Source: an optimization exercise on an open RTL-to-GDS flow (aim: small area). Production flows keep margins and buffers that such runs may drop.
Only simulation tests tie the RTL to the original design; equivalence was not proved.
Power figures rest on the tool's default switching activity, not on a simulated workload.

==> inputs of run H <==
==> flow/design.v <==
module Pooling #(
    parameter DATA_WIDTH = 8,
    parameter MAP_WIDTH = 10
)(
    input clk,
    input rst_n,
    input [DATA_WIDTH-1:0] input_data,
    output [DATA_WIDTH-1:0] output_data,
    output done
);
    reg [4:0] m;
    reg [2:0] p;
    always @(posedge clk or negedge rst_n) begin
        if (!rst_n) begin
            m <= 5'd0;
            p <= 3'd0;
        end else begin
            if (m == 5'd19) begin
                m <= 5'd0;
                if (p != 3'd7) p <= p + 3'd1;
            end else begin
                m <= m + 5'd1;
            end
        end
    end
    wire rot     = (p >= 3'd5);               
    wire row_odd = (m >= 5'd10);
    wire col_odd = m[0];
    reg [DATA_WIDTH-1:0] ra [0:14];           
    reg [DATA_WIDTH-1:0] rb [0:4];            
    reg [DATA_WIDTH-1:0] rt [0:3];            
    reg [DATA_WIDTH-1:0] acc;                 
    wire a_take = rot || (p <= 3'd3 && m >= 5'd5 && m <= 5'd9);
    wire b_loop = !rot && p == 3'd4 && m >= 5'd5;
    wire en_t   = rot || !col_odd || m < 5'd4;
    wire en_t3  = rot || !col_odd;
    wire [DATA_WIDTH-1:0] b   = col_odd ? acc : (row_odd ? rt[0] : {DATA_WIDTH{1'b0}});
    wire [DATA_WIDTH-1:0] mx  = (input_data > b) ? input_data : b;
    integer i;
    always @(posedge clk) begin
        for (i = 0; i < 14; i = i + 1) ra[i] <= ra[i+1];
        ra[14] <= a_take ? rb[0] : ra[0];
        for (i = 0; i < 4; i = i + 1) rb[i] <= rb[i+1];
        rb[4] <= b_loop ? rb[0] : rt[0];
        if (en_t) begin
            rt[0] <= rt[1];
            rt[1] <= rt[2];
            rt[2] <= rt[3];
        end
        if (en_t3) rt[3] <= acc;
        acc <= rot ? ra[0] : mx;
    end
    assign output_data = rt[2];
    assign done = (m[1:0] == 2'b11) && (p == 3'd7 || (p == 3'd6 && m != 5'd3));
endmodule
==> flow/run.sh <==
#!/bin/bash
# synth_recipe.tcl (not shown) runs the flow's synth.tcl, then flattens the netlist and writes it again
# the make line also repeats each setting of config.mk as NAME=value (left out here)
make -C /OpenROAD-flow-scripts/flow DESIGN_CONFIG=/design/flow/config.mk WORK_HOME=/design/flow/orfs CLKGATE_MAP_FILE= SYNTH_SCRIPT=/design/flow/synth_recipe.tcl finish
==> flow/config.mk <==
export PLATFORM = sky130hd
export DESIGN_NAME = Pooling
export DESIGN_NICKNAME = Pooling
export VERILOG_FILES = /design/flow/design.v
export SDC_FILE = /design/flow/constraint.sdc
export NUM_CORES = 4
export LEC_CHECK = 0
export CAP_MARGIN = 20
export CORE_MARGIN = 2
export CORE_UTILIZATION = 40
export SLEW_MARGIN = 20
==> flow/constraint.sdc <==
create_clock -name core_clock -period 5.0 [get_ports {clk}]
set_input_delay 1.0000 -clock core_clock [delete_from_list [all_inputs] [get_ports {clk}]]
set_output_delay 1.0000 -clock core_clock [all_outputs]
set_load 0.01 [all_outputs]
==> inputs of run B, as changes to run H <==
==> flow/flow/run.sh (new file) <==
#!/bin/bash
# Layout flow: the standard synthesis, its gates re-mapped for area (flip-flops
# untouched), then the standard layout with a clock tree without dummy loads
# and with small port buffers.
set -euo pipefail
HERE=$(pwd)
source flow/knobs.sh
R=$HERE/orfs/results/$FLOW_PLATFORM/Pooling/base
bash standard.sh "${KNOBS[@]}" synth > synth_standard.log 2>&1
cp "$R/1_2_yosys.v" "$HERE/standard_synth.v"
RS_LIB=$FLOW_HOME/platforms/$FLOW_PLATFORM/lib/sky130_fd_sc_hd__tt_025C_1v80.lib \
RS_IN=$HERE/standard_synth.v RS_OUT=$HERE/resynth.v RS_TOP=$FLOW_TOP \
RS_ABC=$HERE/flow/area.abc RS_STAT=$HERE/resynth_stat.txt \
  "$FLOW_HOME/../tools/install/yosys/bin/yosys" -c flow/resynth.tcl > resynth.log 2>&1
cp "$HERE/resynth.v" "$R/1_2_yosys.v"
rm -f "$R/1_synth.odb" "$R/1_synth.sdc"
bash standard.sh "${KNOBS[@]}" synth > synth_odb.log 2>&1
bash standard.sh "${KNOBS[@]}" finish > finish.log 2>&1
==> flow/flow/area.abc (new file) <==
strash
ifraig
dc2
dch -f
map -a
topo
strash
dch -f
map -a
==> flow/flow/knobs.sh (new file) <==
# make variables for every standard.sh call
KNOBS=(
  "CTS_ARGS=-sink_clustering_enable -repair_clock_nets -dont_use_dummy_load -buf_list sky130_fd_sc_hd__clkbuf_8 -sink_clustering_size 20 -sink_clustering_max_diameter 150"
  "BUFFER_PORTS_ARGS=-buffer_cell sky130_fd_sc_hd__buf_1"
)
==> flow/flow/resynth.tcl (new file) <==
# Re-maps the combinational logic of the standard synthesis netlist for area.
# Every flip-flop stays the instance the standard synthesis made (same name,
# same cell), so only the gates between registers change.
yosys -import
set lib $::env(RS_LIB)
read_liberty -ignore_miss_func $lib
yosys blackbox sky130_fd_sc_hd__df* sky130_fd_sc_hd__edf* sky130_fd_sc_hd__sdf* sky130_fd_sc_hd__dl* sky130_fd_sc_hd__sedf*
read_verilog $::env(RS_IN)
hierarchy -top $::env(RS_TOP)
flatten
opt -purge
abc -script $::env(RS_ABC) -liberty $lib -dont_use *probe* -dont_use *lpflow* -dont_use *fill*
read_liberty -lib -overwrite $lib
setundef -zero
splitnets
opt_clean -purge
hilomap -singleton -hicell sky130_fd_sc_hd__conb_1 HI -locell sky130_fd_sc_hd__conb_1 LO
insbuf -buf sky130_fd_sc_hd__buf_4 A X
yosys rename -hide w:*.*
check -assert -mapped
tee -o $::env(RS_STAT) stat -liberty $lib
write_verilog -noattr -nohex -nodec $::env(RS_OUT)
==> flow/standard.sh (new file) <==
#!/bin/bash
# synth_recipe.tcl (not shown) runs the flow's synth.tcl, then flattens the netlist and writes it again
# the make line also repeats each setting of config.mk as NAME=value (left out here)
make -C /OpenROAD-flow-scripts/flow DESIGN_CONFIG=/design/flow/config.mk WORK_HOME=/design/flow/orfs CLKGATE_MAP_FILE= SYNTH_SCRIPT=/design/flow/synth_recipe.tcl "${@:-finish}"
Settings changed: CORE_UTILIZATION 40 to 80.
removed: flow/run.sh
==> inputs of run K, as changes to run H <==
==> flow/flow/run.sh (new file) <==
#!/bin/bash
# Standard layout, with a leaner clock tree (no dummy loads) and small port buffers.
set -euo pipefail
bash standard.sh \
  "CTS_ARGS=-sink_clustering_enable -repair_clock_nets -dont_use_dummy_load -buf_list sky130_fd_sc_hd__clkbuf_4 -sink_clustering_size 12 -sink_clustering_max_diameter 150" \
  "BUFFER_PORTS_ARGS=-buffer_cell sky130_fd_sc_hd__buf_1" \
  finish > standard.log 2>&1
==> flow/standard.sh (new file) <==
#!/bin/bash
# synth_recipe.tcl (not shown) runs the flow's synth.tcl, then flattens the netlist and writes it again
# the make line also repeats each setting of config.mk as NAME=value (left out here)
make -C /OpenROAD-flow-scripts/flow DESIGN_CONFIG=/design/flow/config.mk WORK_HOME=/design/flow/orfs CLKGATE_MAP_FILE= SYNTH_SCRIPT=/design/flow/synth_recipe.tcl "${@:-finish}"
Settings changed: CORE_UTILIZATION 40 to 70.
removed: flow/run.sh
==> comparison table <==
metric                                                         run B         run K         run H
Status                              no timing/DRC/antenna violations  no timing/DRC/antenna violations  no timing/DRC/antenna violations
Worst reg2reg setup slack                                     720 ps       1660 ps       1580 ps
Non-Filler Cell Area, Final                             0.005565 mm2  0.005857 mm2  0.006571 mm2
Count of mapped cells out of synthesis                           340           346           346
Setup Skew                                                  43.80 ps      83.37 ps      8.053 ps
Synth Register Bits                                                -           208           208
Worst hold path startpoint                                  ra[8][0]      ra[8][6]     ra[14][4]
Worst-case reg-to-reg path depth                                  13            10            10
Area share of xor/xnor cells in the synthesized design             -       0.4737%       0.4737%
Clock share of power                                           28.1%         25.9%         44.4%
Multi-In Gates                                                   108           122           122
Clock Tree Root                                             clkbuf_8      clkbuf_4     clkbuf_16
Met2 layer usage reported by global route                     49.78%        29.95%        16.62%
Setup slack after placement                                  1379 ps       1637 ps       1641 ps
Die Area                                                0.007125 mm2  0.008652 mm2   0.01482 mm2
Worst Max-Slew Pin Slew                                      1049 ps      889.7 ps      921.4 ps
Buf+Inv Stages, Crit Path                                          0             1             1
Mean cell area of the mapped netlist                       15.21 um2     16.03 um2     16.03 um2
Detailed-route wire length                                  10.06 mm      7.863 mm      7.885 mm
Switching part of the total power                             19.61%        20.09%        19.26%
Critical Path Most Common Cell                               a21oi_1          ha_1          ha_1
Critical path endpoint                                        acc[2]        acc[4]        acc[6]
Site row count                                                    29            32            43
Fraction of area in multi-input gates                         10.21%        16.15%        14.39%
Stages on the worst setup path                                    13            10            10
IR drop worst, VDD                                         0.4330 mV     0.2751 mV     0.1868 mV

[what the ideal ports hide]
No port has a modelled driver above. Below, the same layouts with a new extraction and two added sets of constraints. Step 1 (the two cells are an assumption about what drives the block):
set clk [get_ports {clk}]
set_driving_cell -lib_cell sky130_fd_sc_hd__clkbuf_16 $clk
set_driving_cell -lib_cell sky130_fd_sc_hd__buf_2 [delete_from_list [all_inputs] $clk]
Step 2 moves the port delays by t, midway between the first and last clock arrival at a register: inputs arrive t later, outputs are due t later. That takes back most of the time a late clock gives input paths. Three values: ideal ports, drivers, drivers and shift; two values: the first two.
| run | t (ns) | slack for setup (ns) | worst setup path after step 2 | worst data-port slew with drivers (ns) |
|---|---|---|---|---|
| run H | 0.512 | 1.577 / 1.577 / 1.577 | register to register | 0.03 |
| run B | 0.478 | 0.716 / 0.716 / 0.716 | register to register | 0.05 |
| run K | 0.565 | 1.657 / 1.657 / 1.657 | register to register | 0.03 |
After both steps every run listed still meets setup and hold.
